What follows belongs to an exercise in optimizing a design on an open flow for small area; a production flow would make more cautious choices. Function not checked in this run: the RTL went through the layout flow alone.

==> design.v <==
`timescale 1ns / 1ps
module lsort_detect (
    input               clk,
    input               rst_n,
    input               in_valid,
    input        [ 1:0] in_channel,
    input        [11:0] in_data,
    output logic        out_valid,
    output logic [ 1:0] out_channel,
    output logic [10:0] out_data,
    output logic        out_spike,
    output logic [37:0] out_time
);
  localparam int NS = 24;   
  logic [1:0] ph;
  always_ff @(posedge clk or negedge rst_n)
    if (!rst_n) ph <= 2'd0;
    else ph <= ph + 2'd1;
  logic [3:1] dv;
  logic [1:0] dc[1:3];
  logic [11:0] dd[1:3];
  always_ff @(posedge clk or negedge rst_n)
    if (!rst_n) dv <= '0;
    else dv <= {dv[2:1], in_valid};
  always_ff @(posedge clk) begin
    dc[1] <= in_channel;
    dd[1] <= in_data;
    dc[2] <= dc[1];
    dd[2] <= dd[1];
    dc[3] <= dc[2];
    dd[3] <= dd[2];
  end
  logic pv;
  logic [11:0] x;
  always_comb begin
    pv = 1'b0;
    x  = in_data;
    if (in_valid && in_channel == ph) begin
      pv = 1'b1;
      x  = in_data;
    end else if (dv[1] && dc[1] == ph) begin
      pv = 1'b1;
      x  = dd[1];
    end else if (dv[2] && dc[2] == ph) begin
      pv = 1'b1;
      x  = dd[2];
    end else if (dv[3] && dc[3] == ph) begin
      pv = 1'b1;
      x  = dd[3];
    end
  end
  logic [23:0] flt0, flt1, flt2, flt3;   
  logic [NS-1:0][5:0] win0, win1, win2, win3;
  logic [4:0] fill;
  always_ff @(posedge clk or negedge rst_n)
    if (!rst_n) fill <= '0;
    else if (pv && ph == 2'd3 && fill != 5'd24) fill <= fill + 5'd1;
  logic first;
  logic signed [11:0] s1, s2, d, y;
  logic signed [21:0] w;
  logic signed [12:0] t;
  logic signed [21:0] r;
  logic [10:0] u;
  logic [5:0] g;
  assign first = (fill == 5'd0);
  assign s1 = first ? 12'sd0 : flt3[23:12];
  assign s2 = first ? 12'sd0 : flt3[11:0];
  always_comb begin
    w = $signed({x, {10{x[11]}}}) + 22'sd1165 * s1 - 22'sd195 * s2;
    d = w[21:10];
    t = $signed({d[11], d}) - $signed({s2[11], s2});
    r = 22'sd414 * t;
    y = r[21:10];
    u = y[11] ? (~y[10:0] + 11'd1) : y[10:0];
    g = (u[10:6] != 0) ? 6'd63 : (u[5:0] == 0) ? 6'd0 : u[5:0] - 6'd1;
  end
  always_ff @(posedge clk) begin
    flt0 <= pv ? {d, s1} : flt3;
    flt1 <= flt0;
    flt2 <= flt1;
    flt3 <= flt2;
    win0[0] <= pv ? g : win3[0];
    for (int j = 1; j < NS; j++) win0[j] <= pv ? win3[j-1] : win3[j];
    win1 <= win0;
    win2 <= win1;
    win3 <= win2;
  end
  logic v1;
  logic [10:0] u1;
  always_ff @(posedge clk or negedge rst_n)
    if (!rst_n) v1 <= 1'b0;
    else v1 <= pv;
  always_ff @(posedge clk) u1 <= u;
  logic is3;
  logic [NS-1:0] valid_slot;
  assign is3 = (ph == 2'd0);   
  always_comb
    for (int j = 0; j < NS; j++) valid_slot[j] = (5'(j) + {4'd0, is3}) <= fill;
  logic [NS-1:0] c1;
  logic [3:0] k1;
  logic [2:0] mh;
  always_comb begin
    logic [NS-1:0] c, z;
    logic [4:0] cnt;
    logic [3:0] k;
    c = valid_slot;
    k = 4'd12;
    for (int b = 5; b >= 3; b--) begin
      cnt = '0;
      for (int j = 0; j < NS; j++) begin
        z[j] = c[j] & ~win0[j][b];
        cnt = cnt + 5'(z[j]);
      end
      if (cnt > 5'(k)) begin
        mh[b-3] = 1'b0;
        c = z;
      end else begin
        mh[b-3] = 1'b1;
        k = k - 4'(cnt);
        c = c & ~z;
      end
    end
    c1 = c;
    k1 = k;
  end
  logic v2;
  logic [10:0] u2;
  logic [NS-1:0] c2;
  logic [3:0] k2;
  logic [2:0] mh2;
  always_ff @(posedge clk or negedge rst_n)
    if (!rst_n) v2 <= 1'b0;
    else v2 <= v1;
  always_ff @(posedge clk) begin
    u2  <= u1;
    c2  <= c1;
    k2  <= k1;
    mh2 <= mh;
  end
  logic [2:0] ml;
  always_comb begin
    logic [NS-1:0] c, z;
    logic [4:0] cnt;
    logic [3:0] k;
    c = c2;
    k = k2;
    for (int b = 2; b >= 0; b--) begin
      cnt = '0;
      for (int j = 0; j < NS; j++) begin
        z[j] = c[j] & ~win1[j][b];
        cnt = cnt + 5'(z[j]);
      end
      if (cnt > 5'(k)) begin
        ml[b] = 1'b0;
        c = z;
      end else begin
        ml[b] = 1'b1;
        k = k - 4'(cnt);
        c = c & ~z;
      end
    end
  end
  logic [6:0] thr;   
  assign thr = {1'b0, mh2, ml} + 7'd1;
  assign out_valid = v2;
  assign out_data  = u2;
  assign out_spike = {1'b0, u2} > {thr, 5'd0};
  always_ff @(posedge clk or negedge rst_n)
    if (!rst_n) {out_time, out_channel} <= '0;
    else if (v2) {out_time, out_channel} <= {out_time, out_channel} + 40'd1;
endmodule
==> run.sh <==
#!/bin/bash
# synth_recipe.tcl (not shown) runs the flow's synth.tcl, then flattens the netlist and writes it again
# the make line also repeats each setting of config.mk as NAME=value (left out here)
make -C /OpenROAD-flow-scripts/flow DESIGN_CONFIG=/design/flow/config.mk WORK_HOME=/design/flow/orfs CLKGATE_MAP_FILE= SYNTH_SCRIPT=/design/flow/synth_recipe.tcl finish
==> config.mk <==
export PLATFORM = sky130hd
export DESIGN_NAME = lsort_detect
export DESIGN_NICKNAME = lsort_detect
export VERILOG_FILES = /design/flow/design.v
export SDC_FILE = /design/flow/constraint.sdc
export NUM_CORES = 4
export LEC_CHECK = 0
export CAP_MARGIN = 20
export CORE_MARGIN = 2
export CORE_UTILIZATION = 40
export SLEW_MARGIN = 20
==> constraint.sdc <==
create_clock -name core_clock -period 14.0 [get_ports {clk}]
set_input_delay 2.8000 -clock core_clock [delete_from_list [all_inputs] [get_ports {clk}]]
set_output_delay 2.8000 -clock core_clock [all_outputs]
set_load 0.01 [all_outputs]
==> run summary <==
-- flip-flops by register name, summed over array words and instances (netlist names) --
register	cells
win2	144
out_channel	2
flt0	24
v2	1
dc	6
win3	144
win0	144
dd	36
out_time	38
v1	1
flt2	24
mh2	3
k2	4
flt3	24
u2	11
win1	144
fill	5
c2	24
ph	2
flt1	24
u1	11
dv	3
-- worst max-delay path by stage --
stage	start	to	slack (ps)	cells past startpoint
4_1_cts	c2[7]$_DFF_P_	out_spike	-6020	67
3_5_place_dp	c2[0]$_DFF_P_	out_spike	-5800	65
2_1_floorplan	c2[17]$_DFF_P_	out_spike	-4460	65
5_1_grt	c2[5]$_DFF_P_	out_spike	-6710	67
3_3_place_gp	c2[0]$_DFF_P_	out_spike	-5650	65
6_report	c2[5]$_DFF_P_	out_spike	-5870	67
-- metal layers --
| metal | up-vias | share of wire, % | global-route usage [%] |
|---|---|---|---|
| li1 | 11800 | - | - |
| met1 | 11500 | 50 | 25.7 |
| met2 | 277 | 45 | 28.6 |
| met3 | 95 | 3.3 | 2.21 |
| met4 | 0 | 1.9 | 4.73 |
| met5 | - | 0 | 0 |
-- cells in the mapped netlist (44+ instances only) --
master,instances
dfxtp_1,767
nand2_1,559
inv_1,468
ha_1,278
fa_1,271
xnor2_1,152
nor2_1,128
xor2_1,100
a21oi_1,66
clkbuf_1,59
o21ai_0,56
dfrtp_1,52
nand2b_1,44
-- worst max-delay path: cells and delay by family (launching register included) --
kind	cells	cell delay, ps
AO/OA/AOI/OAI	12	1800
buffers and inverters	12	1060
AND/OR/NAND/NOR	14	2160
flip-flops	1	310
adder cells (fa/ha/maj)	26	10680
XOR/XNOR	3	400
-- final cells by class --
| type | instances | share of cell area (%) |
|---|---|---|
| Tap cell | 1165 | 3.12 |
| Inverter | 469 | 3.82 |
| Clock buffer | 108 | 5.02 |
| Antenna cell | 1 | 0.00536 |
| Timing Repair Buffer | 610 | 10.8 |
| Clock inverter | 42 | 1.17 |
| Multi-Input combinational cell | 2017 | 40.4 |
| Sequential cell | 819 | 35.7 |
-- repair_timing --
action                                  4_1_cts  5_1_grt
endpoints found under the setup margin       46       46
setup buffers                               103       24
gates resized for setup                     166      132
pin swaps                                   125      128
cloned                                        2        0
-- cell families after synthesis --
kind of cell | share of synthesized area, %
compound gates | 4.34
xor+xnor | 6.15
fa+ha+maj | 24.8
buf+inv | 5.72
flops | 46.4
mux | 0.530
simple gates | 12.0
==> qor.txt <==
core area: 88600 sq um
fin area: 46700 sq um
DRT iter0 DRCs: 1050
Storage cell area: 16700 sq um
WHS: 286 ps
R2R depth: 68
worst r2r src: ph[0]$_DFF_PN0_
sequential area share after synthesis: 46.4%
Setup crit start kind: flop
non-filler instance count after layout: 5231
reg2reg end: c2[4]$_DFF_P_
wire per inst: 15.1 um
Fin Clk Skew: 60.0 ps
Slew @ Worst Pin: 949 ps
dominant cell type by area after synthesis: dfxtp_1
H-tree depth: 3
chip height: 303 um
Critical Path AT: 17070 ps
worst-path fanout max: 8
area occupied by multi-input gates: 18900 sq um
IO Count: 70
Synth top area share: 42.8%
IO buf count: 69
Total Nets Final: 4566
CTS tree: yes
CTS Buf Count: 83
EDFF count, synth: 0
violated checks: setup timing
synth warn: 3
Hold/Removal Path Class: reg -> reg
fill cell count: 7826
ys flop type: dfxtp_1
# clock sinks: 819
RSZ-0062 raised after global routing: true
total track usage: 17.9%
cts hold-fix bufs: 0
total number of vias: 23.6k
dpl ws: -5800 ps
slowest stage delay, CP: 570 ps
most frequent cells in the layout: 766 x dfxtp_1, 556 x nand2_1, 502 x buf_4
cell area after synthesis: 35900 sq um
asr flop ratio synth: 6.35%
Max Slew Vio Count: 0
grt ovf: 0
first-pass GRT wire length: 130000 um
hold endpoint: flt1[16]$_DFF_P_
Initial Util: 40.5%
Setup Total Neg Slack: -87310 ps
fmax: 50.3 MHz
CP Capture Type: primary output
Max Cap Viol: 0
Final Core Density: 52.7%
CP most frequent cell: fa_1
share of cells above drive strength 1: 24.6%
Final min period: 19870 ps
Inst Count DP: 4968
cell count of the worst hold path: 0
initial antenna violation count: 1
RePlAce Congestion: 0.835
vias per inst: 4.51
Synth cell types: 66
status: finished with violations
Syn Inst Count: 3379
Antenna Nets Post-Route: 0
Final Hold Fails: 0
vias in the first global route: 24.6k
clock slew at reported path FFs: 70 ps
routed wire length: 78900 um
slowest library cell on the worst path: fa_2
synth top area cells: dfxtp_1 43%, fa_1 15%, ha_1 9.7%
dpl cell area: 41500 sq um
DR DRC count: 0
Hold Startpoint: flt0[16]$_DFF_P_
#FFs+latches synth: 819
DP HPWL: 58000 um
Synth Area per Inst: 10.6 sq um
CTS max path bufs: 3
Slew HR: 36.7%
largest net degree at the start of global routing: 165
Root Driver: clkbuf_16
area of the die: 92100 sq um
Final Setup Violations: 35
clk latency of the worst-skew pair: 670 ps
CP Data Required Time: 11200 ps
row count: 109
DIE WIDTH: 303 um
Tcrit/Tclk final: 142%
post-route setup slack: -5870 ps
most common cell after layout, fill and taps aside: dfxtp_1
area grow syn2layout: 30.2%
critical path class: reg -> out
1st-pass router iterations: 5
syn_nets: 3945
Reg2Reg Setup Slack: -2890 ps

static timing again, ports no longer ideal:
Ports are ideal in the flow. The routed layout listed here was re-timed in OpenROAD.
Step 1 sets driving cells, clkbuf_16 on the clock port and buf_2 on the other inputs (assumed; they add their load-dependent delay and slew).
Step 2, shift: input delay + t, output delay - t, t = (earliest + latest rising clock arrival at the registers) / 2. This alone moves slack from input paths to output paths.
Slacks: ideal ports / drivers / drivers and shift; pairs: ideal ports / drivers.
t (ns): 0.706
setup WS [ns]: -5.875 / -5.937 / -5.232
pins driven straight from the clock port: 1
For this run, drivers alone change the setup slack by -0.062 ns; drivers and shift together by +0.643 ns.
